Source: an optimization exercise on an open RTL-to-GDS flow (aim: small area and a short achievable clock period). Production flows keep margins and buffers that such runs may drop.
The RTL was checked by simulation tests, not by an equivalence proof against the original design.
No activity file was given, so power comes from the tool's default toggle rates.

==> flow/design.v, too long to show whole: its modules and the start of the top module <==
// module full_add: 10 lines
// module half_add: 9 lines
// module half_add1: 9 lines
// module x2: 3 lines
// module xn2: 3 lines
// module an2: 3 lines
// module or2: 3 lines
// module inv1: 3 lines
// module maj: 3 lines
// module aoi_cell: 3 lines
// module oai_cell: 3 lines
// module nand_cell: 3 lines
// module nor_cell: 3 lines
// module fa_fast: 6 lines
// module ha_fast: 4 lines
// module booth_enc: 12 lines
// module booth_pp: 10 lines
// module booth_ppn: 10 lines
// module booth8_enc: 20 lines
// module booth8_pp: 14 lines
// module booth8_ppn: 14 lines
// module multiply: 3285 lines
module multiply(
    input wire clk,
    input wire resetn,
    input wire[31:0] A,
    input wire[31:0] B,
    input wire sign,
    output wire[63:0] result
);
  // ...
==> flow/run.sh <==
#!/bin/bash
# synth_recipe.tcl (not shown) runs the flow's synth.tcl, then flattens the netlist and writes it again
# the make line also repeats each setting of config.mk as NAME=value (left out here)
make -C /OpenROAD-flow-scripts/flow DESIGN_CONFIG=/design/flow/config.mk WORK_HOME=/design/flow/orfs CLKGATE_MAP_FILE= SYNTH_SCRIPT=/design/flow/synth_recipe.tcl finish
==> flow/config.mk <==
export PLATFORM = sky130hd
export DESIGN_NAME = multiply
export DESIGN_NICKNAME = multiply
export VERILOG_FILES = /design/flow/design.v
export SDC_FILE = /design/flow/constraint.sdc
export NUM_CORES = 4
export LEC_CHECK = 0
export CAP_MARGIN = 20
export CORE_MARGIN = 2
export CORE_UTILIZATION = 50
export PLACE_DENSITY = 0.65
export SETUP_SLACK_MARGIN = 2.0
export SLEW_MARGIN = 20
export SYNTH_HIERARCHICAL = 1
==> flow/constraint.sdc <==
create_clock -name core_clock -period 6.5 [get_ports {clk}]
set_input_delay 1.3000 -clock core_clock [delete_from_list [all_inputs] [get_ports {clk}]]
set_output_delay 1.3000 -clock core_clock [all_outputs]
set_load 0.01 [all_outputs]
==> results.py, run 1 <==
metrics = {
    "clock_network": {
        "ctsHoldBuffers": 0,
        "cts_buffer_depth": 2,
        "cts_resized": 266,
        "cts.sinks": 115,
    },
    "global_route": {
        "globalRouteTotalUtil_pct": 38.0,
        "overflow": 0,
        "groute.layer.met3.usage_pct": 10.8,
        "grt_pass1_wl_um": 164000,
    },
    "power": {
        "p_seq_mw": 1.56,
        "power_density_mw_per_mm2": 541,
        "ir_worst_vdd_v": 0.000456,
        "dominant_power_group": "combinational cells",
    },
    "min_path": {
        "kind_of_path_behind_the_tightest_hold_check": "input pin to flop",
    },
    "placement": {
        "dp_hpwl_um": 70800,
        "port-buffer-count": 129,
    },
    "final_layout": {
        "multiInputGateArea_mm2": 0.0275,
        "final_area_mm2": 0.0364,
        "clock_cell_area_share_pct": 1.54,
        "layout.cells.most_common": "sky130_fd_sc_hd__xnor2_1",
        "fillCellCount": 4267,
        "nonClockBufferCount": 486,
        "num-clock-buffers": 22,
        "post-route-util_pct": 66.3,
    },
    "routing": {
        "drc": 0,
        "detail_route.wl_per_cell_um": 27.4,
        "dr_wl_met3_um": 12300,
    },
    "sta": {
        "finalWorstPathRequiredPeriod_ps": 5320,
        "report.final.hold_viol_count": 0,
        "fmaxAchievable_mhz": 188,
        "finalSetupViolCount": 0,
        "maxSlewViolCount": 0,
    },
    "setup_path": {
        "critical_path_buf_inv_count": 7,
        "end_kind": "flop",
        "crit_chain": "buf_12 > xor2_4 > buf_6 > nand2_4 > nor2_4 > nand2_2 > o21ai_4 > buf_12 > buf_6 > buf_6 > inv_4 > o21ai_4 > xor2_4 > buf_12 > a22o_1 > a221oi_2 > xnor2_1 > fa_2 > fa_2 > fa_2 > maj3_2",
        "critical_path_depth": 21,
        "worst_path_largest_cell_delay_ps": 560,
        "cp_top_family": "adder cells",
    },
    "yosys": {
        "synth_top_family_by_area": "compound AO/OA/AOI/OAI gates",
        "async_set_or_reset_register_ratio_after_synthesis_pct": 0,
        "synth_adder_area_share_pct": 20.2,
    },
    "outcome": {
        "outcome": "finished clean",
    },
    "die": {
        "tapCellCount": 748,
    },
}
==> run 2, diff against run 1 <==
--- a/flow/design.v
+++ b/flow/design.v
@@ -1421,116 +1421,16 @@
     wire s573;
     wire c574;
     wire s575;
     wire c576;
     wire s577;
     wire c578;
     wire s579;
     wire c580;
-    wire s581;
-    wire c582;
-    wire s583;
-    wire c584;
-    wire s585;
-    wire c586;
-    wire s587;
-    wire c588;
-    wire s589;
-    wire c590;
-    wire s591;
-    wire c592;
-    wire s593;
-    wire c594;
-    wire s595;
-    wire c596;
-    wire s597;
-    wire c598;
-    wire s599;
-    wire c600;
-    wire s601;
-    wire c602;
-    wire s603;
-    wire c604;
-    wire s605;
-    wire c606;
-    wire s607;
-    wire c608;
-    wire s609;
-    wire c610;
-    wire s611;
-    wire c612;
-    wire s613;
-    wire c614;
-    wire s615;
-    wire c616;
-    wire s617;
-    wire c618;
-    wire s619;
-    wire c620;
-    wire s621;
-    wire c622;
-    wire s623;
-    wire c624;
-    wire s625;
-    wire c626;
-    wire s627;
-    wire c628;
-    wire s629;
-    wire c630;
-    wire s631;
-    wire c632;
-    wire s633;
-    wire c634;
-    wire s635;
-    wire c636;
-    wire s637;
-    wire c638;
-    wire s639;
-    wire c640;
-    wire s641;
-    wire c642;
-    wire s643;
-    wire c644;
-    wire s645;
-    wire c646;
-    wire s647;
-    wire c648;
-    wire s649;
-    wire c650;
-    wire s651;
-    wire c652;
-    wire s653;
-    wire c654;
-    wire s655;
-    wire c656;
-    wire s657;
-    wire c658;
-    wire s659;
-    wire c660;
-    wire s661;
-    wire c662;
-    wire s663;
-    wire c664;
-    wire s665;
-    wire c666;
-    wire s667;
-    wire c668;
-    wire s669;
-    wire c670;
-    wire s671;
-    wire c672;
-    wire s673;
-    wire c674;
-    wire s675;
-    wire c676;
-    wire s677;
-    wire c678;
-    wire s679;
-    wire c680;
     wire a32 = A[31] & sign;
     wire b32 = B[31] & sign;
     wire [34:0] as = {{3{a32}}, A[31:0]};
     assign a3[0] = as[0];
     an2 t3_u1 (.a(as[1]), .b(as[0]), .y(t3_g0));
     x2 t3_u2 (.a(as[1]), .b(as[0]), .y(t3_p0));
     an2 t3_u3 (.a(as[2]), .b(as[1]), .y(t3_g1));
     x2 t3_u4 (.a(as[2]), .b(as[1]), .y(t3_p1));
@@ -2302,30 +2202,30 @@
     fa_fast add86 (.a(c34), .b(s37), .ci(s39), .co(c174), .s(s173));
     full_add add87 (.a(pp8_10), .b(pp9_7), .ci(pp10_4), .co(c176), .s(s175));
     fa_fast add88 (.a(c42), .b(s43), .ci(c38), .co(c178), .s(s177));
     fa_fast add89 (.a(c40), .b(s45), .ci(s47), .co(c180), .s(s179));
     full_add add90 (.a(pp8_11), .b(pp9_8), .ci(pp10_5), .co(c182), .s(s181));
     fa_fast add91 (.a(c44), .b(s49), .ci(s53), .co(c184), .s(s183));
     fa_fast add92 (.a(c46), .b(c48), .ci(s51), .co(c186), .s(s185));
     full_add add93 (.a(pp8_12), .b(pp9_9), .ci(pp10_6), .co(c188), .s(s187));
-    full_add add94 (.a(c54), .b(c50), .ci(s55), .co(c190), .s(s189));
+    full_add add94 (.a(c50), .b(c54), .ci(s55), .co(c190), .s(s189));
     fa_fast add95 (.a(s59), .b(c52), .ci(s57), .co(c192), .s(s191));
     full_add add96 (.a(pp7_16), .b(pp8_13), .ci(pp9_10), .co(c194), .s(s193));
-    full_add add97 (.a(pp10_7), .b(c60), .ci(c56), .co(c196), .s(s195));
+    full_add add97 (.a(pp10_7), .b(c56), .ci(c60), .co(c196), .s(s195));
     fa_fast add98 (.a(c58), .b(s61), .ci(s63), .co(c198), .s(s197));
     full_add add99 (.a(pp6_20), .b(pp7_17), .ci(pp8_14), .co(c200), .s(s199));
-    fa_fast add100 (.a(pp9_11), .b(pp10_8), .ci(s65), .co(c202), .s(s201));
+    full_add add100 (.a(pp9_11), .b(pp10_8), .ci(s65), .co(c202), .s(s201));
     full_add add101 (.a(s67), .b(c62), .ci(c64), .co(c204), .s(s203));
     full_add add102 (.a(pp6_21), .b(pp7_18), .ci(pp8_15), .co(c206), .s(s205));
     full_add add103 (.a(pp9_12), .b(pp10_9), .ci(c68), .co(c208), .s(s207));
-    full_add add104 (.a(c66), .b(s69), .ci(s71), .co(c210), .s(s209));
+    fa_fast add104 (.a(c66), .b(s69), .ci(s71), .co(c210), .s(s209));
     full_add add105 (.a(pp5_25), .b(pp6_22), .ci(pp7_19), .co(c212), .s(s211));
     full_add add106 (.a(pp8_16), .b(pp9_13), .ci(pp10_10), .co(c214), .s(s213));
-    fa_fast add107 (.a(c72), .b(c70), .ci(s73), .co(c216), .s(s215));
+    fa_fast add107 (.a(c70), .b(c72), .ci(s73), .co(c216), .s(s215));
     full_add add108 (.a(pp4_29), .b(pp5_26), .ci(pp6_23), .co(c218), .s(s217));
     full_add add109 (.a(pp7_20), .b(pp8_17), .ci(pp9_14), .co(c220), .s(s219));
     full_add add110 (.a(pp10_11), .b(s75), .ci(c74), .co(c222), .s(s221));
     full_add add111 (.a(c76), .b(pp4_30), .ci(pp5_27), .co(c224), .s(s223));
     full_add add112 (.a(pp6_24), .b(pp7_21), .ci(pp8_18), .co(c226), .s(s225));
     full_add add113 (.a(pp9_15), .b(pp10_12), .ci(s77), .co(c228), .s(s227));
     full_add add114 (.a(c78), .b(pp3_34), .ci(pp4_31), .co(c230), .s(s229));
     full_add add115 (.a(pp5_28), .b(pp6_25), .ci(pp7_22), .co(c232), .s(s231));
@@ -2378,59 +2278,59 @@
     full_add add160 (.a(s115), .b(s117), .ci(s119), .co(c322), .s(s321));
     full_add add161 (.a(c116), .b(c118), .ci(s121), .co(c324), .s(s323));
     full_add add162 (.a(s123), .b(c120), .ci(s125), .co(c326), .s(s325));
     full_add add163 (.a(c122), .b(c124), .ci(s127), .co(c328), .s(s327));
     full_add add164 (.a(s129), .b(c126), .ci(s131), .co(c330), .s(s329));
     full_add add165 (.a(c128), .b(c130), .ci(s133), .co(c332), .s(s331));
     full_add add166 (.a(s135), .b(c132), .ci(s137), .co(c334), .s(s333));
     full_add add167 (.a(c134), .b(c136), .ci(s139), .co(c336), .s(s335));
-    full_add add168 (.a(s141), .b(c138), .ci(s143), .co(c338), .s(s337));
-    full_add add169 (.a(c140), .b(s145), .ci(s147), .co(c340), .s(s339));
-    full_add add170 (.a(c142), .b(c144), .ci(s149), .co(c342), .s(s341));
+    full_add add168 (.a(s141), .b(s143), .ci(c138), .co(c338), .s(s337));
+    fa_fast add169 (.a(c140), .b(s145), .ci(s147), .co(c340), .s(s339));
+    full_add add170 (.a(c142), .b(s149), .ci(c144), .co(c342), .s(s341));
     full_add add171 (.a(c146), .b(s151), .ci(c148), .co(c344), .s(s343));
     fa_fast add172 (.a(s153), .b(c150), .ci(s155), .co(c346), .s(s345));
     fa_fast add173 (.a(c152), .b(s157), .ci(c154), .co(c348), .s(s347));
     fa_fast add174 (.a(s159), .b(c156), .ci(s161), .co(c350), .s(s349));
     fa_fast add175 (.a(c158), .b(s163), .ci(s165), .co(c352), .s(s351));
     fa_fast add176 (.a(c160), .b(c162), .ci(s167), .co(c354), .s(s353));
     fa_fast add177 (.a(c164), .b(s169), .ci(s171), .co(c356), .s(s355));
     fa_fast add178 (.a(c166), .b(c168), .ci(s173), .co(c358), .s(s357));
     fa_fast add179 (.a(c170), .b(s175), .ci(s177), .co(c360), .s(s359));
     fa_fast add180 (.a(c172), .b(c174), .ci(s179), .co(c362), .s(s361));
     fa_fast add181 (.a(c176), .b(s181), .ci(s183), .co(c364), .s(s363));
-    full_add add182 (.a(c178), .b(c180), .ci(s185), .co(c366), .s(s365));
+    full_add add182 (.a(c178), .b(s185), .ci(c180), .co(c366), .s(s365));
     fa_fast add183 (.a(c182), .b(s187), .ci(c184), .co(c368), .s(s367));
-    full_add add184 (.a(s189), .b(c186), .ci(s191), .co(c370), .s(s369));
-    fa_fast add185 (.a(c188), .b(s193), .ci(c190), .co(c372), .s(s371));
+    full_add add184 (.a(s189), .b(s191), .ci(c186), .co(c370), .s(s369));
+    full_add add185 (.a(c188), .b(s193), .ci(c190), .co(c372), .s(s371));
     fa_fast add186 (.a(s195), .b(c192), .ci(s197), .co(c374), .s(s373));
-    full_add add187 (.a(c194), .b(s201), .ci(s199), .co(c376), .s(s375));
+    fa_fast add187 (.a(c194), .b(s199), .ci(s201), .co(c376), .s(s375));
     full_add add188 (.a(c196), .b(c198), .ci(s203), .co(c378), .s(s377));
     fa_fast add189 (.a(c200), .b(s205), .ci(s207), .co(c380), .s(s379));
     full_add add190 (.a(c202), .b(s209), .ci(c204), .co(c382), .s(s381));
     full_add add191 (.a(c206), .b(s211), .ci(s213), .co(c384), .s(s383));
     full_add add192 (.a(c208), .b(c210), .ci(s215), .co(c386), .s(s385));
     full_add add193 (.a(c212), .b(c214), .ci(s217), .co(c388), .s(s387));
     full_add add194 (.a(s219), .b(c216), .ci(s221), .co(c390), .s(s389));
     full_add add195 (.a(c218), .b(c220), .ci(s223), .co(c392), .s(s391));
     full_add add196 (.a(s225), .b(s227), .ci(c222), .co(c394), .s(s393));
     full_add add197 (.a(c224), .b(c226), .ci(c228), .co(c396), .s(s395));
     full_add add198 (.a(s229), .b(s231), .ci(s233), .co(c398), .s(s397));
     full_add add199 (.a(s235), .b(s239), .ci(c230), .co(c400), .s(s399));
     full_add add200 (.a(c232), .b(c234), .ci(s237), .co(c402), .s(s401));
-    full_add add201 (.a(c240), .b(c236), .ci(s241), .co(c404), .s(s403));
+    full_add add201 (.a(c236), .b(c240), .ci(s241), .co(c404), .s(s403));
     full_add add202 (.a(s245), .b(c238), .ci(s243), .co(c406), .s(s405));
-    full_add add203 (.a(pp10_16), .b(c246), .ci(c242), .co(c408), .s(s407));
+    full_add add203 (.a(pp10_16), .b(c242), .ci(c246), .co(c408), .s(s407));
     full_add add204 (.a(c244), .b(s247), .ci(s249), .co(c410), .s(s409));
     full_add add205 (.a(pp9_20), .b(pp10_17), .ci(s251), .co(c412), .s(s411));
     full_add add206 (.a(s253), .b(c248), .ci(c250), .co(c414), .s(s413));
     full_add add207 (.a(pp9_21), .b(pp10_18), .ci(c254), .co(c416), .s(s415));
     full_add add208 (.a(c252), .b(s255), .ci(s257), .co(c418), .s(s417));
     full_add add209 (.a(pp8_25), .b(pp9_22), .ci(pp10_19), .co(c420), .s(s419));
-    full_add add210 (.a(c258), .b(c256), .ci(s259), .co(c422), .s(s421));
+    full_add add210 (.a(c256), .b(c258), .ci(s259), .co(c422), .s(s421));
     full_add add211 (.a(pp7_29), .b(pp8_26), .ci(pp9_23), .co(c424), .s(s423));
     full_add add212 (.a(pp10_20), .b(s261), .ci(c260), .co(c426), .s(s425));
     full_add add213 (.a(c262), .b(pp7_30), .ci(pp8_27), .co(c428), .s(s427));
     full_add add214 (.a(pp9_24), .b(pp10_21), .ci(s263), .co(c430), .s(s429));
     full_add add215 (.a(c264), .b(pp6_34), .ci(pp7_31), .co(c432), .s(s431));
     full_add add216 (.a(pp8_28), .b(pp9_25), .ci(pp10_22), .co(c434), .s(s433));
     half_add1 add217 (.a(pp7_32), .b(pp8_29), .co(c436), .s(s435));
     half_add add218 (.a(pp9_26), .b(pp10_23), .co(c438), .s(s437));
@@ -2455,47 +2355,47 @@
     full_add add235 (.a(c288), .b(s291), .ci(c290), .co(c472), .s(s471));
     full_add add236 (.a(c292), .b(s295), .ci(c294), .co(c474), .s(s473));
     full_add add237 (.a(c296), .b(s299), .ci(c298), .co(c476), .s(s475));
     full_add add238 (.a(c300), .b(s303), .ci(c302), .co(c478), .s(s477));
     full_add add239 (.a(c304), .b(s307), .ci(c306), .co(c480), .s(s479));
     full_add add240 (.a(c308), .b(s311), .ci(c310), .co(c482), .s(s481));
     full_add add241 (.a(c312), .b(s315), .ci(c314), .co(c484), .s(s483));
     full_add add242 (.a(c316), .b(c318), .ci(s319), .co(c486), .s(s485));
-    full_add add243 (.a(c320), .b(s323), .ci(c322), .co(c488), .s(s487));
-    full_add add244 (.a(c324), .b(s327), .ci(c326), .co(c490), .s(s489));
+    fa_fast add243 (.a(c320), .b(s323), .ci(c322), .co(c488), .s(s487));
+    fa_fast add244 (.a(c324), .b(s327), .ci(c326), .co(c490), .s(s489));
     fa_fast add245 (.a(c328), .b(s331), .ci(c330), .co(c492), .s(s491));
     fa_fast add246 (.a(c332), .b(s335), .ci(c334), .co(c494), .s(s493));
     fa_fast add247 (.a(c336), .b(s339), .ci(c338), .co(c496), .s(s495));
     fa_fast add248 (.a(c340), .b(s343), .ci(c342), .co(c498), .s(s497));
     fa_fast add249 (.a(c344), .b(s347), .ci(c346), .co(c500), .s(s499));
     fa_fast add250 (.a(s351), .b(c348), .ci(c350), .co(c502), .s(s501));
     fa_fast add251 (.a(s355), .b(c352), .ci(c354), .co(c504), .s(s503));
     fa_fast add252 (.a(s359), .b(c356), .ci(c358), .co(c506), .s(s505));
     fa_fast add253 (.a(s363), .b(c360), .ci(c362), .co(c508), .s(s507));
     fa_fast add254 (.a(s367), .b(c364), .ci(c366), .co(c510), .s(s509));
-    fa_fast add255 (.a(s371), .b(c368), .ci(c370), .co(c512), .s(s511));
-    fa_fast add256 (.a(c372), .b(s375), .ci(c374), .co(c514), .s(s513));
-    fa_fast add257 (.a(c376), .b(s379), .ci(s381), .co(c516), .s(s515));
+    fa_fast add255 (.a(c368), .b(s371), .ci(c370), .co(c512), .s(s511));
+    fa_fast add256 (.a(s375), .b(c372), .ci(c374), .co(c514), .s(s513));
+    fa_fast add257 (.a(s379), .b(c376), .ci(s381), .co(c516), .s(s515));
     fa_fast add258 (.a(s383), .b(c380), .ci(s385), .co(c518), .s(s517));
     fa_fast add259 (.a(c384), .b(s387), .ci(c386), .co(c520), .s(s519));
     fa_fast add260 (.a(c388), .b(s391), .ci(s393), .co(c522), .s(s521));
     full_add add261 (.a(c392), .b(s395), .ci(s397), .co(c524), .s(s523));
     full_add add262 (.a(c396), .b(s399), .ci(c398), .co(c526), .s(s525));
     full_add add263 (.a(s403), .b(c400), .ci(c402), .co(c528), .s(s527));
     full_add add264 (.a(c404), .b(s407), .ci(c406), .co(c530), .s(s529));
     full_add add265 (.a(c408), .b(s411), .ci(c410), .co(c532), .s(s531));
     full_add add266 (.a(c412), .b(s415), .ci(s417), .co(c534), .s(s533));
     full_add add267 (.a(s419), .b(c416), .ci(c418), .co(c536), .s(s535));
     full_add add268 (.a(c420), .b(s423), .ci(s425), .co(c538), .s(s537));
     full_add add269 (.a(c424), .b(s427), .ci(s429), .co(c540), .s(s539));
     full_add add270 (.a(c428), .b(c430), .ci(s431), .co(c542), .s(s541));
     full_add add271 (.a(s435), .b(s437), .ci(c432), .co(c544), .s(s543));
-    full_add add272 (.a(c438), .b(c436), .ci(s439), .co(c546), .s(s545));
-    full_add add273 (.a(pp10_25), .b(c442), .ci(c440), .co(c548), .s(s547));
+    full_add add272 (.a(c436), .b(c438), .ci(s439), .co(c546), .s(s545));
+    full_add add273 (.a(pp10_25), .b(c440), .ci(c442), .co(c548), .s(s547));
     full_add add274 (.a(pp9_29), .b(pp10_26), .ci(s445), .co(c550), .s(s549));
     full_add add275 (.a(c446), .b(pp9_30), .ci(pp10_27), .co(c552), .s(s551));
     full_add add276 (.a(c448), .b(pp8_34), .ci(pp9_31), .co(c554), .s(s553));
     assign s555 = ~pp9_32;
     assign c556 = pp9_32;
     assign s557 = ~pp9_33;
     assign c558 = pp9_33;
     half_add add279 (.a(neg_1), .b(pp0_3), .co(c560), .s(s559));
@@ -2504,81 +2404,127 @@
     full_add add282 (.a(pp1_3), .b(pp2_0), .ci(s449), .co(c566), .s(s565));
     full_add add283 (.a(pp2_1), .b(c450), .ci(s451), .co(c568), .s(s567));
     full_add add284 (.a(pp2_2), .b(c452), .ci(s453), .co(c570), .s(s569));
     full_add add285 (.a(c454), .b(s265), .ci(s455), .co(c572), .s(s571));
     full_add add286 (.a(s267), .b(c456), .ci(s457), .co(c574), .s(s573));
     full_add add287 (.a(s269), .b(c458), .ci(s459), .co(c576), .s(s575));
     full_add add288 (.a(s271), .b(c460), .ci(s461), .co(c578), .s(s577));
     full_add add289 (.a(s275), .b(c462), .ci(s463), .co(c580), .s(s579));
-    full_add add290 (.a(s279), .b(c464), .ci(s465), .co(c582), .s(s581));
-    full_add add291 (.a(s285), .b(c466), .ci(s467), .co(c584), .s(s583));
-    full_add add292 (.a(s289), .b(c468), .ci(s469), .co(c586), .s(s585));
-    full_add add293 (.a(s293), .b(c470), .ci(s471), .co(c588), .s(s587));
-    full_add add294 (.a(s297), .b(c472), .ci(s473), .co(c590), .s(s589));
-    full_add add295 (.a(s301), .b(c474), .ci(s475), .co(c592), .s(s591));
-    full_add add296 (.a(s305), .b(c476), .ci(s477), .co(c594), .s(s593));
-    full_add add297 (.a(s309), .b(c478), .ci(s479), .co(c596), .s(s595));
-    full_add add298 (.a(s313), .b(c480), .ci(s481), .co(c598), .s(s597));
-    full_add add299 (.a(s317), .b(c482), .ci(s483), .co(c600), .s(s599));
-    full_add add300 (.a(s321), .b(c484), .ci(s485), .co(c602), .s(s601));
-    fa_fast add301 (.a(s325), .b(c486), .ci(s487), .co(c604), .s(s603));
-    fa_fast add302 (.a(s329), .b(c488), .ci(s489), .co(c606), .s(s605));
-    fa_fast add303 (.a(s333), .b(s491), .ci(c490), .co(c608), .s(s607));
-    full_add add304 (.a(s337), .b(s493), .ci(c492), .co(c610), .s(s609));
-    fa_fast add305 (.a(s341), .b(c494), .ci(s495), .co(c612), .s(s611));
-    fa_fast add306 (.a(s345), .b(s497), .ci(c496), .co(c614), .s(s613));
-    fa_fast add307 (.a(s349), .b(s499), .ci(c498), .co(c616), .s(s615));
-    fa_fast add308 (.a(s353), .b(s501), .ci(c500), .co(c618), .s(s617));
-    fa_fast add309 (.a(s357), .b(s503), .ci(c502), .co(c620), .s(s619));
-    fa_fast add310 (.a(s361), .b(s505), .ci(c504), .co(c622), .s(s621));
-    fa_fast add311 (.a(s365), .b(s507), .ci(c506), .co(c624), .s(s623));
-    fa_fast add312 (.a(s369), .b(s509), .ci(c508), .co(c626), .s(s625));
-    fa_fast add313 (.a(s373), .b(s511), .ci(c510), .co(c628), .s(s627));
-    fa_fast add314 (.a(s377), .b(s513), .ci(c512), .co(c630), .s(s629));
-    fa_fast add315 (.a(c378), .b(s515), .ci(c514), .co(c632), .s(s631));
-    fa_fast add316 (.a(c382), .b(s517), .ci(c516), .co(c634), .s(s633));
-    fa_fast add317 (.a(s389), .b(s519), .ci(c518), .co(c636), .s(s635));
-    fa_fast add318 (.a(c390), .b(c520), .ci(s521), .co(c638), .s(s637));
-    fa_fast add319 (.a(c394), .b(s523), .ci(c522), .co(c640), .s(s639));
-    full_add add320 (.a(s401), .b(c524), .ci(s525), .co(c642), .s(s641));
-    full_add add321 (.a(s405), .b(c526), .ci(s527), .co(c644), .s(s643));
-    full_add add322 (.a(s409), .b(c528), .ci(s529), .co(c646), .s(s645));
-    full_add add323 (.a(s413), .b(c530), .ci(s531), .co(c648), .s(s647));
-    full_add add324 (.a(c414), .b(s533), .ci(c532), .co(c650), .s(s649));
-    full_add add325 (.a(s421), .b(s535), .ci(c534), .co(c652), .s(s651));
-    full_add add326 (.a(c422), .b(c536), .ci(s537), .co(c654), .s(s653));
-    full_add add327 (.a(c426), .b(s539), .ci(c538), .co(c656), .s(s655));
-    full_add add328 (.a(s433), .b(c540), .ci(s541), .co(c658), .s(s657));
-    full_add add329 (.a(c434), .b(s543), .ci(c542), .co(c660), .s(s659));
-    full_add add330 (.a(s441), .b(s545), .ci(c544), .co(c662), .s(s661));
-    full_add add331 (.a(s443), .b(c546), .ci(s547), .co(c664), .s(s663));
-    full_add add332 (.a(c444), .b(s549), .ci(c548), .co(c666), .s(s665));
-    full_add add333 (.a(s447), .b(c550), .ci(s551), .co(c668), .s(s667));
-    full_add add334 (.a(pp10_28), .b(c552), .ci(s553), .co(c670), .s(s669));
-    full_add add335 (.a(pp10_29), .b(s555), .ci(c554), .co(c672), .s(s671));
-    full_add add336 (.a(c556), .b(pp10_30), .ci(s557), .co(c674), .s(s673));
-    full_add add337 (.a(c558), .b(pp9_34), .ci(pp10_31), .co(c676), .s(s675));
-    assign s677 = ~pp10_32;
-    assign c678 = pp10_32;
-    assign s679 = ~pp10_33;
-    assign c680 = pp10_33;
-    wire [49:0] x = {c678, c676, c674, c672, c670, c668, c666, c664, c662, c660, c658, c656, c654, c652, c650, c648, c646, c644, c642, c640, c638, c636, c634, c632, c630, c628, c626, c624, c622, c620, c618, c616, c614, c612, c610, c608, c606, c604, c602, c600, c598, c596, c594, c592, c590, c588, c586, c584, c582, c580};
-    wire [49:0] y = {s679, s677, s675, s673, s671, s669, s667, s665, s663, s661, s659, s657, s655, s653, s651, s649, s647, s645, s643, s641, s639, s637, s635, s633, s631, s629, s627, s625, s623, s621, s619, s617, s615, s613, s611, s609, s607, s605, s603, s601, s599, s597, s595, s593, s591, s589, s587, s585, s583, s581};
-    reg [49:0] rx, ry;
     wire [13:0] xl = {c578, c576, c574, c572, c570, c568, c566, c564, c562, c560, s559, pp0_2, pp0_1, neg_0};
     wire [13:0] yl = {s579, s577, s575, s573, s571, s569, s567, s565, s563, s561, pp1_0, 1'b0, 1'b0, pp0_0};
     wire [14:0] lo = xl + yl;
     reg [14:0] rlo;
+    wire [148:0] up = {pp10_33, 1'b1, pp10_32, 1'b1, pp10_31, pp9_34, c558, pp10_30, s557, c556, pp10_29, s555, c554, pp10_28, s553, c552, s447, s551, c550, c444, s549, c548, s443, s547, c546, s441, s545, c544, c434, s543, c542, s433, s541, c540, c426, s539, c538, c422, s537, c536, s421, s535, c534, c414, s533, c532, s413, s531, c530, s409, s529, c528, s405, s527, c526, s401, s525, c524, c394, s523, c522, c390, s521, c520, s389, s519, c518, c382, s517, c516, c378, s515, c514, s377, s513, c512, s373, s511, c510, s369, s509, c508, s365, s507, c506, s361, s505, c504, s357, s503, c502, s353, s501, c500, s349, s499, c498, s345, s497, c496, s341, s495, c494, s337, s493, c492, s333, s491, c490, s329, s489, c488, s325, s487, c486, s321, s485, c484, s317, s483, c482, s313, s481, c480, s309, s479, c478, s305, s477, c476, s301, s475, c474, s297, s473, c472, s293, s471, c470, s289, s469, c468, s285, s467, c466, s279, s465, c464, c580};
+    reg [148:0] rup;
     always @(posedge clk) begin
-        rx <= x;
-        ry <= y;
         rlo <= lo;
+        rup <= up;
     end
     assign result[13:0] = rlo[13:0];
+    wire ps1, pc1;
+    fa_fast padd1 (.a(rup[0]), .b(rup[1]), .ci(rup[2]), .co(pc1), .s(ps1));
+    wire ps2, pc2;
+    fa_fast padd2 (.a(rup[4]), .b(rup[5]), .ci(rup[6]), .co(pc2), .s(ps2));
+    wire ps3, pc3;
+    fa_fast padd3 (.a(rup[7]), .b(rup[8]), .ci(rup[9]), .co(pc3), .s(ps3));
+    wire ps4, pc4;
+    fa_fast padd4 (.a(rup[10]), .b(rup[11]), .ci(rup[12]), .co(pc4), .s(ps4));
+    wire ps5, pc5;
+    fa_fast padd5 (.a(rup[13]), .b(rup[14]), .ci(rup[15]), .co(pc5), .s(ps5));
+    wire ps6, pc6;
+    fa_fast padd6 (.a(rup[16]), .b(rup[17]), .ci(rup[18]), .co(pc6), .s(ps6));
+    wire ps7, pc7;
+    fa_fast padd7 (.a(rup[19]), .b(rup[20]), .ci(rup[21]), .co(pc7), .s(ps7));
+    wire ps8, pc8;
+    fa_fast padd8 (.a(rup[22]), .b(rup[23]), .ci(rup[24]), .co(pc8), .s(ps8));
+    wire ps9, pc9;
+    fa_fast padd9 (.a(rup[25]), .b(rup[26]), .ci(rup[27]), .co(pc9), .s(ps9));
+    wire ps10, pc10;
+    fa_fast padd10 (.a(rup[28]), .b(rup[29]), .ci(rup[30]), .co(pc10), .s(ps10));
+    wire ps11, pc11;
+    fa_fast padd11 (.a(rup[31]), .b(rup[32]), .ci(rup[33]), .co(pc11), .s(ps11));
+    wire ps12, pc12;
+    fa_fast padd12 (.a(rup[34]), .b(rup[35]), .ci(rup[36]), .co(pc12), .s(ps12));
+    wire ps13, pc13;
+    fa_fast padd13 (.a(rup[37]), .b(rup[38]), .ci(rup[39]), .co(pc13), .s(ps13));
+    wire ps14, pc14;
+    fa_fast padd14 (.a(rup[40]), .b(rup[41]), .ci(rup[42]), .co(pc14), .s(ps14));
+    wire ps15, pc15;
+    fa_fast padd15 (.a(rup[43]), .b(rup[44]), .ci(rup[45]), .co(pc15), .s(ps15));
+    wire ps16, pc16;
+    fa_fast padd16 (.a(rup[46]), .b(rup[47]), .ci(rup[48]), .co(pc16), .s(ps16));
+    wire ps17, pc17;
+    fa_fast padd17 (.a(rup[49]), .b(rup[50]), .ci(rup[51]), .co(pc17), .s(ps17));
+    wire ps18, pc18;
+    fa_fast padd18 (.a(rup[52]), .b(rup[53]), .ci(rup[54]), .co(pc18), .s(ps18));
+    wire ps19, pc19;
+    fa_fast padd19 (.a(rup[55]), .b(rup[56]), .ci(rup[57]), .co(pc19), .s(ps19));
+    wire ps20, pc20;
+    fa_fast padd20 (.a(rup[58]), .b(rup[59]), .ci(rup[60]), .co(pc20), .s(ps20));
+    wire ps21, pc21;
+    fa_fast padd21 (.a(rup[61]), .b(rup[62]), .ci(rup[63]), .co(pc21), .s(ps21));
+    wire ps22, pc22;
+    fa_fast padd22 (.a(rup[64]), .b(rup[65]), .ci(rup[66]), .co(pc22), .s(ps22));
+    wire ps23, pc23;
+    fa_fast padd23 (.a(rup[67]), .b(rup[68]), .ci(rup[69]), .co(pc23), .s(ps23));
+    wire ps24, pc24;
+    fa_fast padd24 (.a(rup[70]), .b(rup[71]), .ci(rup[72]), .co(pc24), .s(ps24));
+    wire ps25, pc25;
+    fa_fast padd25 (.a(rup[73]), .b(rup[74]), .ci(rup[75]), .co(pc25), .s(ps25));
+    wire ps26, pc26;
+    fa_fast padd26 (.a(rup[76]), .b(rup[77]), .ci(rup[78]), .co(pc26), .s(ps26));
+    wire ps27, pc27;
+    fa_fast padd27 (.a(rup[79]), .b(rup[80]), .ci(rup[81]), .co(pc27), .s(ps27));
+    wire ps28, pc28;
+    fa_fast padd28 (.a(rup[82]), .b(rup[83]), .ci(rup[84]), .co(pc28), .s(ps28));
+    wire ps29, pc29;
+    fa_fast padd29 (.a(rup[85]), .b(rup[86]), .ci(rup[87]), .co(pc29), .s(ps29));
+    wire ps30, pc30;
+    fa_fast padd30 (.a(rup[88]), .b(rup[89]), .ci(rup[90]), .co(pc30), .s(ps30));
+    wire ps31, pc31;
+    fa_fast padd31 (.a(rup[91]), .b(rup[92]), .ci(rup[93]), .co(pc31), .s(ps31));
+    wire ps32, pc32;
+    fa_fast padd32 (.a(rup[94]), .b(rup[95]), .ci(rup[96]), .co(pc32), .s(ps32));
+    wire ps33, pc33;
+    fa_fast padd33 (.a(rup[97]), .b(rup[98]), .ci(rup[99]), .co(pc33), .s(ps33));
+    wire ps34, pc34;
+    fa_fast padd34 (.a(rup[100]), .b(rup[101]), .ci(rup[102]), .co(pc34), .s(ps34));
+    wire ps35, pc35;
+    fa_fast padd35 (.a(rup[103]), .b(rup[104]), .ci(rup[105]), .co(pc35), .s(ps35));
+    wire ps36, pc36;
+    fa_fast padd36 (.a(rup[106]), .b(rup[107]), .ci(rup[108]), .co(pc36), .s(ps36));
+    wire ps37, pc37;
+    fa_fast padd37 (.a(rup[109]), .b(rup[110]), .ci(rup[111]), .co(pc37), .s(ps37));
+    wire ps38, pc38;
+    fa_fast padd38 (.a(rup[112]), .b(rup[113]), .ci(rup[114]), .co(pc38), .s(ps38));
+    wire ps39, pc39;
+    fa_fast padd39 (.a(rup[115]), .b(rup[116]), .ci(rup[117]), .co(pc39), .s(ps39));
+    wire ps40, pc40;
+    fa_fast padd40 (.a(rup[118]), .b(rup[119]), .ci(rup[120]), .co(pc40), .s(ps40));
+    wire ps41, pc41;
+    fa_fast padd41 (.a(rup[121]), .b(rup[122]), .ci(rup[123]), .co(pc41), .s(ps41));
+    wire ps42, pc42;
+    fa_fast padd42 (.a(rup[124]), .b(rup[125]), .ci(rup[126]), .co(pc42), .s(ps42));
+    wire ps43, pc43;
+    fa_fast padd43 (.a(rup[127]), .b(rup[128]), .ci(rup[129]), .co(pc43), .s(ps43));
+    wire ps44, pc44;
+    fa_fast padd44 (.a(rup[130]), .b(rup[131]), .ci(rup[132]), .co(pc44), .s(ps44));
+    wire ps45, pc45;
+    fa_fast padd45 (.a(rup[133]), .b(rup[134]), .ci(rup[135]), .co(pc45), .s(ps45));
+    wire ps46, pc46;
+    fa_fast padd46 (.a(rup[136]), .b(rup[137]), .ci(rup[138]), .co(pc46), .s(ps46));
+    wire ps47, pc47;
+    fa_fast padd47 (.a(rup[139]), .b(rup[140]), .ci(rup[141]), .co(pc47), .s(ps47));
+    wire ps48, pc48;
+    fa_fast padd48 (.a(rup[142]), .b(rup[143]), .ci(rup[144]), .co(pc48), .s(ps48));
+    wire ps49, pc49;
+    ha_fast padd49 (.a(rup[145]), .b(rup[146]), .co(pc49), .s(ps49));
+    wire ps50, pc50;
+    ha_fast padd50 (.a(rup[147]), .b(rup[148]), .co(pc50), .s(ps50));
     wire fad_g0;
     wire fad_p0;
     wire fad_g1;
     wire fad_p1;
     wire fad_g2;
     wire fad_p2;
     wire fad_g3;
     wire fad_p3;
@@ -2972,116 +2918,116 @@
     wire fad_G6_44;
     wire fad_G6_45;
     wire fad_G6_46;
     wire fad_pinv6_31_47;
     wire fad_G6_47;
     wire fad_G6_48;
     wire fad_pinv6_31_49;
     wire fad_G6_49;
-    an2 fad_u1 (.a(rx[0]), .b(ry[0]), .y(fad_g0));
-    x2 fad_u2 (.a(rx[0]), .b(ry[0]), .y(fad_p0));
-    an2 fad_u3 (.a(rx[1]), .b(ry[1]), .y(fad_g1));
-    x2 fad_u4 (.a(rx[1]), .b(ry[1]), .y(fad_p1));
-    an2 fad_u5 (.a(rx[2]), .b(ry[2]), .y(fad_g2));
-    x2 fad_u6 (.a(rx[2]), .b(ry[2]), .y(fad_p2));
-    an2 fad_u7 (.a(rx[3]), .b(ry[3]), .y(fad_g3));
-    x2 fad_u8 (.a(rx[3]), .b(ry[3]), .y(fad_p3));
-    an2 fad_u9 (.a(rx[4]), .b(ry[4]), .y(fad_g4));
-    x2 fad_u10 (.a(rx[4]), .b(ry[4]), .y(fad_p4));
-    an2 fad_u11 (.a(rx[5]), .b(ry[5]), .y(fad_g5));
-    x2 fad_u12 (.a(rx[5]), .b(ry[5]), .y(fad_p5));
-    an2 fad_u13 (.a(rx[6]), .b(ry[6]), .y(fad_g6));
-    x2 fad_u14 (.a(rx[6]), .b(ry[6]), .y(fad_p6));
-    an2 fad_u15 (.a(rx[7]), .b(ry[7]), .y(fad_g7));
-    x2 fad_u16 (.a(rx[7]), .b(ry[7]), .y(fad_p7));
-    an2 fad_u17 (.a(rx[8]), .b(ry[8]), .y(fad_g8));
-    x2 fad_u18 (.a(rx[8]), .b(ry[8]), .y(fad_p8));
-    an2 fad_u19 (.a(rx[9]), .b(ry[9]), .y(fad_g9));
-    x2 fad_u20 (.a(rx[9]), .b(ry[9]), .y(fad_p9));
-    an2 fad_u21 (.a(rx[10]), .b(ry[10]), .y(fad_g10));
-    x2 fad_u22 (.a(rx[10]), .b(ry[10]), .y(fad_p10));
-    an2 fad_u23 (.a(rx[11]), .b(ry[11]), .y(fad_g11));
-    x2 fad_u24 (.a(rx[11]), .b(ry[11]), .y(fad_p11));
-    an2 fad_u25 (.a(rx[12]), .b(ry[12]), .y(fad_g12));
-    x2 fad_u26 (.a(rx[12]), .b(ry[12]), .y(fad_p12));
-    an2 fad_u27 (.a(rx[13]), .b(ry[13]), .y(fad_g13));
-    x2 fad_u28 (.a(rx[13]), .b(ry[13]), .y(fad_p13));
-    an2 fad_u29 (.a(rx[14]), .b(ry[14]), .y(fad_g14));
-    x2 fad_u30 (.a(rx[14]), .b(ry[14]), .y(fad_p14));
-    an2 fad_u31 (.a(rx[15]), .b(ry[15]), .y(fad_g15));
-    x2 fad_u32 (.a(rx[15]), .b(ry[15]), .y(fad_p15));
-    an2 fad_u33 (.a(rx[16]), .b(ry[16]), .y(fad_g16));
-    x2 fad_u34 (.a(rx[16]), .b(ry[16]), .y(fad_p16));
-    an2 fad_u35 (.a(rx[17]), .b(ry[17]), .y(fad_g17));
-    x2 fad_u36 (.a(rx[17]), .b(ry[17]), .y(fad_p17));
-    an2 fad_u37 (.a(rx[18]), .b(ry[18]), .y(fad_g18));
-    x2 fad_u38 (.a(rx[18]), .b(ry[18]), .y(fad_p18));
-    an2 fad_u39 (.a(rx[19]), .b(ry[19]), .y(fad_g19));
-    x2 fad_u40 (.a(rx[19]), .b(ry[19]), .y(fad_p19));
-    an2 fad_u41 (.a(rx[20]), .b(ry[20]), .y(fad_g20));
-    x2 fad_u42 (.a(rx[20]), .b(ry[20]), .y(fad_p20));
-    an2 fad_u43 (.a(rx[21]), .b(ry[21]), .y(fad_g21));
-    x2 fad_u44 (.a(rx[21]), .b(ry[21]), .y(fad_p21));
-    an2 fad_u45 (.a(rx[22]), .b(ry[22]), .y(fad_g22));
-    x2 fad_u46 (.a(rx[22]), .b(ry[22]), .y(fad_p22));
-    an2 fad_u47 (.a(rx[23]), .b(ry[23]), .y(fad_g23));
-    x2 fad_u48 (.a(rx[23]), .b(ry[23]), .y(fad_p23));
-    an2 fad_u49 (.a(rx[24]), .b(ry[24]), .y(fad_g24));
-    x2 fad_u50 (.a(rx[24]), .b(ry[24]), .y(fad_p24));
-    an2 fad_u51 (.a(rx[25]), .b(ry[25]), .y(fad_g25));
-    x2 fad_u52 (.a(rx[25]), .b(ry[25]), .y(fad_p25));
-    an2 fad_u53 (.a(rx[26]), .b(ry[26]), .y(fad_g26));
-    x2 fad_u54 (.a(rx[26]), .b(ry[26]), .y(fad_p26));
-    an2 fad_u55 (.a(rx[27]), .b(ry[27]), .y(fad_g27));
-    x2 fad_u56 (.a(rx[27]), .b(ry[27]), .y(fad_p27));
-    an2 fad_u57 (.a(rx[28]), .b(ry[28]), .y(fad_g28));
-    x2 fad_u58 (.a(rx[28]), .b(ry[28]), .y(fad_p28));
-    an2 fad_u59 (.a(rx[29]), .b(ry[29]), .y(fad_g29));
-    x2 fad_u60 (.a(rx[29]), .b(ry[29]), .y(fad_p29));
-    an2 fad_u61 (.a(rx[30]), .b(ry[30]), .y(fad_g30));
-    x2 fad_u62 (.a(rx[30]), .b(ry[30]), .y(fad_p30));
-    an2 fad_u63 (.a(rx[31]), .b(ry[31]), .y(fad_g31));
-    x2 fad_u64 (.a(rx[31]), .b(ry[31]), .y(fad_p31));
-    an2 fad_u65 (.a(rx[32]), .b(ry[32]), .y(fad_g32));
-    x2 fad_u66 (.a(rx[32]), .b(ry[32]), .y(fad_p32));
-    an2 fad_u67 (.a(rx[33]), .b(ry[33]), .y(fad_g33));
-    x2 fad_u68 (.a(rx[33]), .b(ry[33]), .y(fad_p33));
-    an2 fad_u69 (.a(rx[34]), .b(ry[34]), .y(fad_g34));
-    x2 fad_u70 (.a(rx[34]), .b(ry[34]), .y(fad_p34));
-    an2 fad_u71 (.a(rx[35]), .b(ry[35]), .y(fad_g35));
-    x2 fad_u72 (.a(rx[35]), .b(ry[35]), .y(fad_p35));
-    an2 fad_u73 (.a(rx[36]), .b(ry[36]), .y(fad_g36));
-    x2 fad_u74 (.a(rx[36]), .b(ry[36]), .y(fad_p36));
-    an2 fad_u75 (.a(rx[37]), .b(ry[37]), .y(fad_g37));
-    x2 fad_u76 (.a(rx[37]), .b(ry[37]), .y(fad_p37));
-    an2 fad_u77 (.a(rx[38]), .b(ry[38]), .y(fad_g38));
-    x2 fad_u78 (.a(rx[38]), .b(ry[38]), .y(fad_p38));
-    an2 fad_u79 (.a(rx[39]), .b(ry[39]), .y(fad_g39));
-    x2 fad_u80 (.a(rx[39]), .b(ry[39]), .y(fad_p39));
-    an2 fad_u81 (.a(rx[40]), .b(ry[40]), .y(fad_g40));
-    x2 fad_u82 (.a(rx[40]), .b(ry[40]), .y(fad_p40));
-    an2 fad_u83 (.a(rx[41]), .b(ry[41]), .y(fad_g41));
-    x2 fad_u84 (.a(rx[41]), .b(ry[41]), .y(fad_p41));
-    an2 fad_u85 (.a(rx[42]), .b(ry[42]), .y(fad_g42));
-    x2 fad_u86 (.a(rx[42]), .b(ry[42]), .y(fad_p42));
-    an2 fad_u87 (.a(rx[43]), .b(ry[43]), .y(fad_g43));
-    x2 fad_u88 (.a(rx[43]), .b(ry[43]), .y(fad_p43));
-    an2 fad_u89 (.a(rx[44]), .b(ry[44]), .y(fad_g44));
-    x2 fad_u90 (.a(rx[44]), .b(ry[44]), .y(fad_p44));
-    an2 fad_u91 (.a(rx[45]), .b(ry[45]), .y(fad_g45));
-    x2 fad_u92 (.a(rx[45]), .b(ry[45]), .y(fad_p45));
-    an2 fad_u93 (.a(rx[46]), .b(ry[46]), .y(fad_g46));
-    x2 fad_u94 (.a(rx[46]), .b(ry[46]), .y(fad_p46));
-    an2 fad_u95 (.a(rx[47]), .b(ry[47]), .y(fad_g47));
-    x2 fad_u96 (.a(rx[47]), .b(ry[47]), .y(fad_p47));
-    an2 fad_u97 (.a(rx[48]), .b(ry[48]), .y(fad_g48));
-    x2 fad_u98 (.a(rx[48]), .b(ry[48]), .y(fad_p48));
-    an2 fad_u99 (.a(rx[49]), .b(ry[49]), .y(fad_g49));
-    x2 fad_u100 (.a(rx[49]), .b(ry[49]), .y(fad_p49));
+    an2 fad_u1 (.a(ps1), .b(rup[3]), .y(fad_g0));
+    x2 fad_u2 (.a(ps1), .b(rup[3]), .y(fad_p0));
+    an2 fad_u3 (.a(pc1), .b(ps2), .y(fad_g1));
+    x2 fad_u4 (.a(pc1), .b(ps2), .y(fad_p1));
+    an2 fad_u5 (.a(pc2), .b(ps3), .y(fad_g2));
+    x2 fad_u6 (.a(pc2), .b(ps3), .y(fad_p2));
+    an2 fad_u7 (.a(pc3), .b(ps4), .y(fad_g3));
+    x2 fad_u8 (.a(pc3), .b(ps4), .y(fad_p3));
+    an2 fad_u9 (.a(pc4), .b(ps5), .y(fad_g4));
+    x2 fad_u10 (.a(pc4), .b(ps5), .y(fad_p4));
+    an2 fad_u11 (.a(pc5), .b(ps6), .y(fad_g5));
+    x2 fad_u12 (.a(pc5), .b(ps6), .y(fad_p5));
+    an2 fad_u13 (.a(pc6), .b(ps7), .y(fad_g6));
+    x2 fad_u14 (.a(pc6), .b(ps7), .y(fad_p6));
+    an2 fad_u15 (.a(pc7), .b(ps8), .y(fad_g7));
+    x2 fad_u16 (.a(pc7), .b(ps8), .y(fad_p7));
+    an2 fad_u17 (.a(pc8), .b(ps9), .y(fad_g8));
+    x2 fad_u18 (.a(pc8), .b(ps9), .y(fad_p8));
+    an2 fad_u19 (.a(pc9), .b(ps10), .y(fad_g9));
+    x2 fad_u20 (.a(pc9), .b(ps10), .y(fad_p9));
+    an2 fad_u21 (.a(pc10), .b(ps11), .y(fad_g10));
+    x2 fad_u22 (.a(pc10), .b(ps11), .y(fad_p10));
+    an2 fad_u23 (.a(pc11), .b(ps12), .y(fad_g11));
+    x2 fad_u24 (.a(pc11), .b(ps12), .y(fad_p11));
+    an2 fad_u25 (.a(pc12), .b(ps13), .y(fad_g12));
+    x2 fad_u26 (.a(pc12), .b(ps13), .y(fad_p12));
+    an2 fad_u27 (.a(pc13), .b(ps14), .y(fad_g13));
+    x2 fad_u28 (.a(pc13), .b(ps14), .y(fad_p13));
+    an2 fad_u29 (.a(pc14), .b(ps15), .y(fad_g14));
+    x2 fad_u30 (.a(pc14), .b(ps15), .y(fad_p14));
+    an2 fad_u31 (.a(pc15), .b(ps16), .y(fad_g15));
+    x2 fad_u32 (.a(pc15), .b(ps16), .y(fad_p15));
+    an2 fad_u33 (.a(pc16), .b(ps17), .y(fad_g16));
+    x2 fad_u34 (.a(pc16), .b(ps17), .y(fad_p16));
+    an2 fad_u35 (.a(pc17), .b(ps18), .y(fad_g17));
+    x2 fad_u36 (.a(pc17), .b(ps18), .y(fad_p17));
+    an2 fad_u37 (.a(pc18), .b(ps19), .y(fad_g18));
+    x2 fad_u38 (.a(pc18), .b(ps19), .y(fad_p18));
+    an2 fad_u39 (.a(pc19), .b(ps20), .y(fad_g19));
+    x2 fad_u40 (.a(pc19), .b(ps20), .y(fad_p19));
+    an2 fad_u41 (.a(pc20), .b(ps21), .y(fad_g20));
+    x2 fad_u42 (.a(pc20), .b(ps21), .y(fad_p20));
+    an2 fad_u43 (.a(pc21), .b(ps22), .y(fad_g21));
+    x2 fad_u44 (.a(pc21), .b(ps22), .y(fad_p21));
+    an2 fad_u45 (.a(pc22), .b(ps23), .y(fad_g22));
+    x2 fad_u46 (.a(pc22), .b(ps23), .y(fad_p22));
+    an2 fad_u47 (.a(pc23), .b(ps24), .y(fad_g23));
+    x2 fad_u48 (.a(pc23), .b(ps24), .y(fad_p23));
+    an2 fad_u49 (.a(pc24), .b(ps25), .y(fad_g24));
+    x2 fad_u50 (.a(pc24), .b(ps25), .y(fad_p24));
+    an2 fad_u51 (.a(pc25), .b(ps26), .y(fad_g25));
+    x2 fad_u52 (.a(pc25), .b(ps26), .y(fad_p25));
+    an2 fad_u53 (.a(pc26), .b(ps27), .y(fad_g26));
+    x2 fad_u54 (.a(pc26), .b(ps27), .y(fad_p26));
+    an2 fad_u55 (.a(pc27), .b(ps28), .y(fad_g27));
+    x2 fad_u56 (.a(pc27), .b(ps28), .y(fad_p27));
+    an2 fad_u57 (.a(pc28), .b(ps29), .y(fad_g28));
+    x2 fad_u58 (.a(pc28), .b(ps29), .y(fad_p28));
+    an2 fad_u59 (.a(pc29), .b(ps30), .y(fad_g29));
+    x2 fad_u60 (.a(pc29), .b(ps30), .y(fad_p29));
+    an2 fad_u61 (.a(pc30), .b(ps31), .y(fad_g30));
+    x2 fad_u62 (.a(pc30), .b(ps31), .y(fad_p30));
+    an2 fad_u63 (.a(pc31), .b(ps32), .y(fad_g31));
+    x2 fad_u64 (.a(pc31), .b(ps32), .y(fad_p31));
+    an2 fad_u65 (.a(pc32), .b(ps33), .y(fad_g32));
+    x2 fad_u66 (.a(pc32), .b(ps33), .y(fad_p32));
+    an2 fad_u67 (.a(pc33), .b(ps34), .y(fad_g33));
+    x2 fad_u68 (.a(pc33), .b(ps34), .y(fad_p33));
+    an2 fad_u69 (.a(pc34), .b(ps35), .y(fad_g34));
+    x2 fad_u70 (.a(pc34), .b(ps35), .y(fad_p34));
+    an2 fad_u71 (.a(pc35), .b(ps36), .y(fad_g35));
+    x2 fad_u72 (.a(pc35), .b(ps36), .y(fad_p35));
+    an2 fad_u73 (.a(pc36), .b(ps37), .y(fad_g36));
+    x2 fad_u74 (.a(pc36), .b(ps37), .y(fad_p36));
+    an2 fad_u75 (.a(pc37), .b(ps38), .y(fad_g37));
+    x2 fad_u76 (.a(pc37), .b(ps38), .y(fad_p37));
+    an2 fad_u77 (.a(pc38), .b(ps39), .y(fad_g38));
+    x2 fad_u78 (.a(pc38), .b(ps39), .y(fad_p38));
+    an2 fad_u79 (.a(pc39), .b(ps40), .y(fad_g39));
+    x2 fad_u80 (.a(pc39), .b(ps40), .y(fad_p39));
+    an2 fad_u81 (.a(pc40), .b(ps41), .y(fad_g40));
+    x2 fad_u82 (.a(pc40), .b(ps41), .y(fad_p40));
+    an2 fad_u83 (.a(pc41), .b(ps42), .y(fad_g41));
+    x2 fad_u84 (.a(pc41), .b(ps42), .y(fad_p41));
+    an2 fad_u85 (.a(pc42), .b(ps43), .y(fad_g42));
+    x2 fad_u86 (.a(pc42), .b(ps43), .y(fad_p42));
+    an2 fad_u87 (.a(pc43), .b(ps44), .y(fad_g43));
+    x2 fad_u88 (.a(pc43), .b(ps44), .y(fad_p43));
+    an2 fad_u89 (.a(pc44), .b(ps45), .y(fad_g44));
+    x2 fad_u90 (.a(pc44), .b(ps45), .y(fad_p44));
+    an2 fad_u91 (.a(pc45), .b(ps46), .y(fad_g45));
+    x2 fad_u92 (.a(pc45), .b(ps46), .y(fad_p45));
+    an2 fad_u93 (.a(pc46), .b(ps47), .y(fad_g46));
+    x2 fad_u94 (.a(pc46), .b(ps47), .y(fad_p46));
+    an2 fad_u95 (.a(pc47), .b(ps48), .y(fad_g47));
+    x2 fad_u96 (.a(pc47), .b(ps48), .y(fad_p47));
+    an2 fad_u97 (.a(pc48), .b(ps49), .y(fad_g48));
+    x2 fad_u98 (.a(pc48), .b(ps49), .y(fad_p48));
+    an2 fad_u99 (.a(pc49), .b(ps50), .y(fad_g49));
+    x2 fad_u100 (.a(pc49), .b(ps50), .y(fad_p49));
     aoi_cell fad_u101 (.g(fad_g0), .p(fad_p0), .gi(rlo[14]), .y(fad_g0c));
     inv1 fad_u102 (.a(fad_g0c), .y(fad_g0ct));
     aoi_cell fad_u103 (.g(fad_g1), .p(fad_p1), .gi(fad_g0ct), .y(fad_G1_1));
     aoi_cell fad_u104 (.g(fad_g3), .p(fad_p3), .gi(fad_g2), .y(fad_G1_3));
     nand_cell fad_u105 (.a(fad_p3), .b(fad_p2), .y(fad_P1_3));
     aoi_cell fad_u106 (.g(fad_g5), .p(fad_p5), .gi(fad_g4), .y(fad_G1_5));
     nand_cell fad_u107 (.a(fad_p5), .b(fad_p4), .y(fad_P1_5));
     aoi_cell fad_u108 (.g(fad_g7), .p(fad_p7), .gi(fad_g6), .y(fad_G1_7));
==> flow/flow/run.sh (new file) <==
#!/bin/bash
# Own layout flow: the standard synthesis, then every combinational cell set to
# its smallest drive strength (registers untouched), then the standard layout,
# whose repair steps size cells up again where timing needs it.
set -euo pipefail
here=$(pwd)
res=$here/orfs/results/$FLOW_PLATFORM/multiply/base
bash standard.sh synth > $here/log_synth.txt 2>&1
cp $res/1_2_yosys.v $here/1_2_yosys.orig.v
python3 $here/flow/downsize.py $FLOW_HOME/platforms/$FLOW_PLATFORM/lib/sky130_fd_sc_hd__tt_025C_1v80.lib \
    $here/1_2_yosys.orig.v $res/1_2_yosys.v > $here/log_downsize.txt 2>&1
# make the netlist newer than its sources so only the later steps rerun
touch $res/1_2_yosys.v $res/1_2_yosys.sdc
bash standard.sh "BUFFER_PORTS_ARGS=-buffer_cell sky130_fd_sc_hd__buf_1" finish > $here/log_layout.txt 2>&1
==> flow/flow/downsize.py (new file) <==
#!/usr/bin/env python3
"""Set each combinational cell of a mapped netlist to the smallest drive strength
of its kind that the library has (registers and special cells untouched)."""
import re, sys
lib, src, dst = sys.argv[1:4]
cells = set(re.findall(r'cell\s*\(\s*"?(sky130_fd_sc_hd__\w+)"?\s*\)', open(lib).read()))
keep = re.compile(r'sky130_fd_sc_hd__(df|edf|sdf|sedf|dl|conb|clk|tap|fill|decap|diode|probe|lpflow)')
text = open(src).read()
count = {}
def repl(m):
    name = m.group(0)
    if keep.match(name):
        return name
    mm = re.match(r'(sky130_fd_sc_hd__\w+?)_(\d+)$', name)
    if not mm:
        return name
    base, size = mm.group(1), int(mm.group(2))
    for s in (1,):
        cand = f"{base}_{s}"
        if s < size and cand in cells:
            count[name] = count.get(name, 0) + 1
            return cand
    return name
out = re.sub(r'sky130_fd_sc_hd__\w+', repl, text)
open(dst, 'w').write(out)
for k, v in sorted(count.items(), key=lambda x: -x[1]):
    print(k, v)
==> flow/standard.sh (new file) <==
#!/bin/bash
# synth_recipe.tcl (not shown) runs the flow's synth.tcl, then flattens the netlist and writes it again
# the make line also repeats each setting of config.mk as NAME=value (left out here)
make -C /OpenROAD-flow-scripts/flow DESIGN_CONFIG=/design/flow/config.mk WORK_HOME=/design/flow/orfs CLKGATE_MAP_FILE= SYNTH_SCRIPT=/design/flow/synth_recipe.tcl "${@:-finish}"
==> flow/config.mk (replaced) <==
export PLATFORM = sky130hd
export DESIGN_NAME = multiply
export DESIGN_NICKNAME = multiply
export VERILOG_FILES = /design/flow/design.v
export SDC_FILE = /design/flow/constraint.sdc
export NUM_CORES = 4
export LEC_CHECK = 0
export CAP_MARGIN = 20
export CORE_MARGIN = 2
export CORE_UTILIZATION = 45
export PLACE_DENSITY = 0.6
export SETUP_SLACK_MARGIN = 1.5
export SLEW_MARGIN = 20
export SYNTH_HIERARCHICAL = 1
removed: flow/run.sh
==> run 2 against run 1 <==
Effect of this change:
- global-route usage down 4.0 points
- die area is 3.6% higher
- first-iteration DRC count up 19%
- non-clock buffer count fell by 119
- sequential power is 26% higher
- critical path type unchanged
- worst hold slack improved by 190 ps
- synthesized cell count is 4.5% higher
- sequential share of layout area is 3.8 points higher
- worst setup slack better by 220 ps
==> results.py, run 2 <==
metrics = {
    "power": {
        "seq_power_share_pct": 10.3,
        "clk_network_pwr_share_pct": 5.1,
        "ir_worst_vdd_v": 0.000652,
        "power_frac_comb_pct": 84.6,
        "power_density_mw_per_mm2": 594,
        "internal-power_mw": 8.95,
        "switching_power_share_of_the_total_pct": 53.0,
        "static_leakage_nw": 12.2,
        "power.net_switching_mw": 10.1,
        "total_power_mw": 19.1,
    },
    "routing": {
        "route.detailed.vias_per_inst": 6.66,
        "drc": 0,
        "dr.pass1.iters": 10,
        "detail_route.wl_per_cell_um": 26.4,
        "drtIter0Drc": 3464,
        "antenna_left": 0,
        "routed_wirelength_um": 105000,
        "routed-via-count": 26500,
    },
    "setup_path": {
        "path_max_fanout": 11,
        "end_kind": "flop",
        "critical_path_buf_inv_count": 5,
        "worst_path_largest_cell_delay_ps": 540,
        "arrival_ps": 5470,
        "worst_setup_path_start_kind": "input pin",
        "crit_chain": "clkbuf_8 > xor2_4 > a21oi_1 > o21ai_1 > a21oi_2 > o21ai_4 > buf_6 > buf_12 > buf_4 > a21oi_2 > xnor2_2 > buf_4 > a22o_1 > a221oi_1 > xnor2_1 > ha_1 > fa_1 > fa_1 > maj3_1",
        "critical-path-slowest-cell": "sky130_fd_sc_hd__fa_1",
        "required_ps": 6870,
        "critical_path_class": "input pin to flop",
        "cp_top_family": "adder cells",
    },
    "yosys": {
        "synth_warn": 7,
        "syn_avg_cell_area_um2": 9.18,
        "synth_cells": 2814,
        "synthesis.area_mm2": 0.0258,
    },
    "run": {
        "drv_cap": 0,
    },
    "sta": {
        "timing.max_slew.rel_slack_pct": 21.4,
        "fmaxAchievable_mhz": 196,
        "report.final.hold_viol_count": 0,
        "tns_ps": 0,
        "maxSlewViolCount": 0,
        "finalSetupViolCount": 0,
        "finalWorstPathRequiredPeriod_ps": 5100,
        "tightest_slew_ps": 1180,
        "grt_setup_unrepaired": "yes",
        "finalCritPeriodShare_pct": 78.5,
    },
    "min_path": {
        "hold_path_startpoint": "B[29]",
        "timing.hold.worst_path_depth": 3,
        "timing.hold.worst_endpoint": "rup[143]",
        "kind_of_path_behind_the_tightest_hold_check": "input pin to flop",
    },
    "clock_network": {
        "clock_tree_from_tritoncts": "yes",
        "ctsHoldBuffers": 0,
        "cts_buffer_depth": 2,
        "cts.sinks": 162,
        "clk_transition_reported_paths_ps": 70,
        "h-tree-depth": 4,
        "clock_tree.root_cell": "sky130_fd_sc_hd__clkbuf_16",
        "cts-buffers-inserted": 17,
    },
    "final_layout": {
        "largest-register": "rup",
        "largest_register_ff_count": 147,
        "area_overhead_vs_synth_pct": 24.3,
        "largestRegisters": "rup: 147 flops, rlo: 15 flops",
        "drive_gt1_share_pct": 19.4,
        "post-route-util_pct": 56.8,
        "diodes": 0,
        "most_used_cells_in_the_layout_excluding_fill_and_tap_cells": "sky130_fd_sc_hd__xnor2_1 (416), sky130_fd_sc_hd__a22o_1 (384), sky130_fd_sc_hd__a221oi_1 (326)",
        "layout.cells.most_common": "sky130_fd_sc_hd__xnor2_1",
        "nets": 3506,
        "fillCellCount": 5177,
    },
    "die": {
        "start_util_pct": 45.7,
        "die_x_um": 244,
        "top_level_ports": 131,
        "std_cell_rows": 87,
        "die_area_mm2": 0.0594,
        "chipHeight_um": 244,
        "core-area_mm2": 0.0566,
    },
    "placement": {
        "gpl.final_weighted_congestion": 0.946,
        "port-buffer-count": 129,
        "dp_hpwl_um": 70000,
    },
    "global_route": {
        "globalRouteTotalUtil_pct": 34.1,
        "grt_pass1_vias": 25600,
        "overflow": 0,
        "antenna_found_initial": 1,
        "grt_pass1_wl_um": 156000,
        "grt_start_max_net_pins": 68,
    },
    "outcome": {
        "outcome": "finished clean",
    },
}
-- run 2: layer usage --
metal | global-route usage (%) | up-vias | share of wire (%)
met5 | 0 | - | 0.011
li1 | - | 11500 | -
met3 | 10.3 | 386 | 13
met4 | 15.2 | 2 | 4.8
met2 | 51.0 | 1748 | 43
met1 | 45.1 | 12900 | 39
-- run 2: cell type report --
class / instances / area, µm² / area share (%)
multi-input cells: 2521 / 24200 / 75.3
flip-flops and latches: 162 / 3240 / 10.1
repair buffers: 367 / 2650 / 8.25
well taps: 756 / 946 / 2.94
inverters: 144 / 546 / 1.70
clock buffers: 20 / 457 / 1.42
clock inverters: 12 / 100 / 0.312
-- run 2: repair_timing --
item                       in CTS  in global routing
hold endpoints to repair        0                  0
gates resized for setup        73                251
cloned                          0                  3
buffers inserted               16                 40
setup endpoints to repair      96                 97
pin swaps                      20                 66
-- run 2: worst min-delay path: cells and delay by family --
kind	cells	cell delay [ps]
buf+inv	2	330
xor+xnor	1	180
-- run 2: power by group through the flow --
| stage | Sequential, mW | Clock, mW | Combinational [mW] |
|---|---|---|---|
| finish | 1.97 | 0.964 | 16.1 |
| global route | 2.03 | 1.03 | 17.8 |
| global placement | 1.97 | 0 | 14.9 |
| CTS | 1.97 | 0.994 | 15.5 |
| floorplan | 1.93 | 0 | 10.7 |
| detailed placement | 1.99 | 0 | 15.2 |
-- run 2: how the worst max path moves through the flow --
stage | startpoint | to | slack (ps) | cells after the start
2_1_floorplan | B[9] | rlo[13] | 1360 | 12
3_3_place_gp | A[15] | rup[61] | 690 | 20
3_5_place_dp | A[15] | rup[61] | 640 | 20
4_1_cts | A[7] | rup[23] | 1480 | 15
5_1_grt | A[15] | rup[64] | 1310 | 19
6_report | A[15] | rup[43] | 1400 | 19
-- run 2: stage by stage --
stage / cell area, µm² / hold WS (ps) / setup WS, ps / instances
floorplan: 26600 / 1500 / 1360 / 2852
global placement: 29500 / 1690 / 686 / 3890
detailed placement: 29500 / 1680 / 639 / 3890
CTS: 30600 / 1320 / 1480 / 3938
global route: 32100 / 1370 / 1310 / 3982
finish: 32100 / 1350 / 1400 / 3982

[static timing again, ports no longer ideal]
Ports are ideal in the flow. The routed layouts listed here were re-timed in OpenROAD.
Step 1: set_driving_cell puts a clkbuf_16 on clk and a buf_2 on each other input, an assumption about the parent block.
Step 2 moves the port delays by t, midway between the first and last clock arrival at a register: inputs arrive t later, outputs are due t later. That takes back most of the time a late clock gives input paths.
a / b / c = ideal / step 1 / step 2; a / b = the first two.
run	t (ns)	setup WS [ns]	worst data-port slew with drivers (ns)	pins driven straight from the clock port
run 1	0.564	1.176 / 1.083 / 0.519	0.17	1
run 2	0.552	1.399 / 1.428 / 0.875	0.09	1
After both steps every run listed still meets setup and hold. For run 1, which loses most, drivers alone change the setup slack by -0.093 ns; drivers and shift together by -0.657 ns.
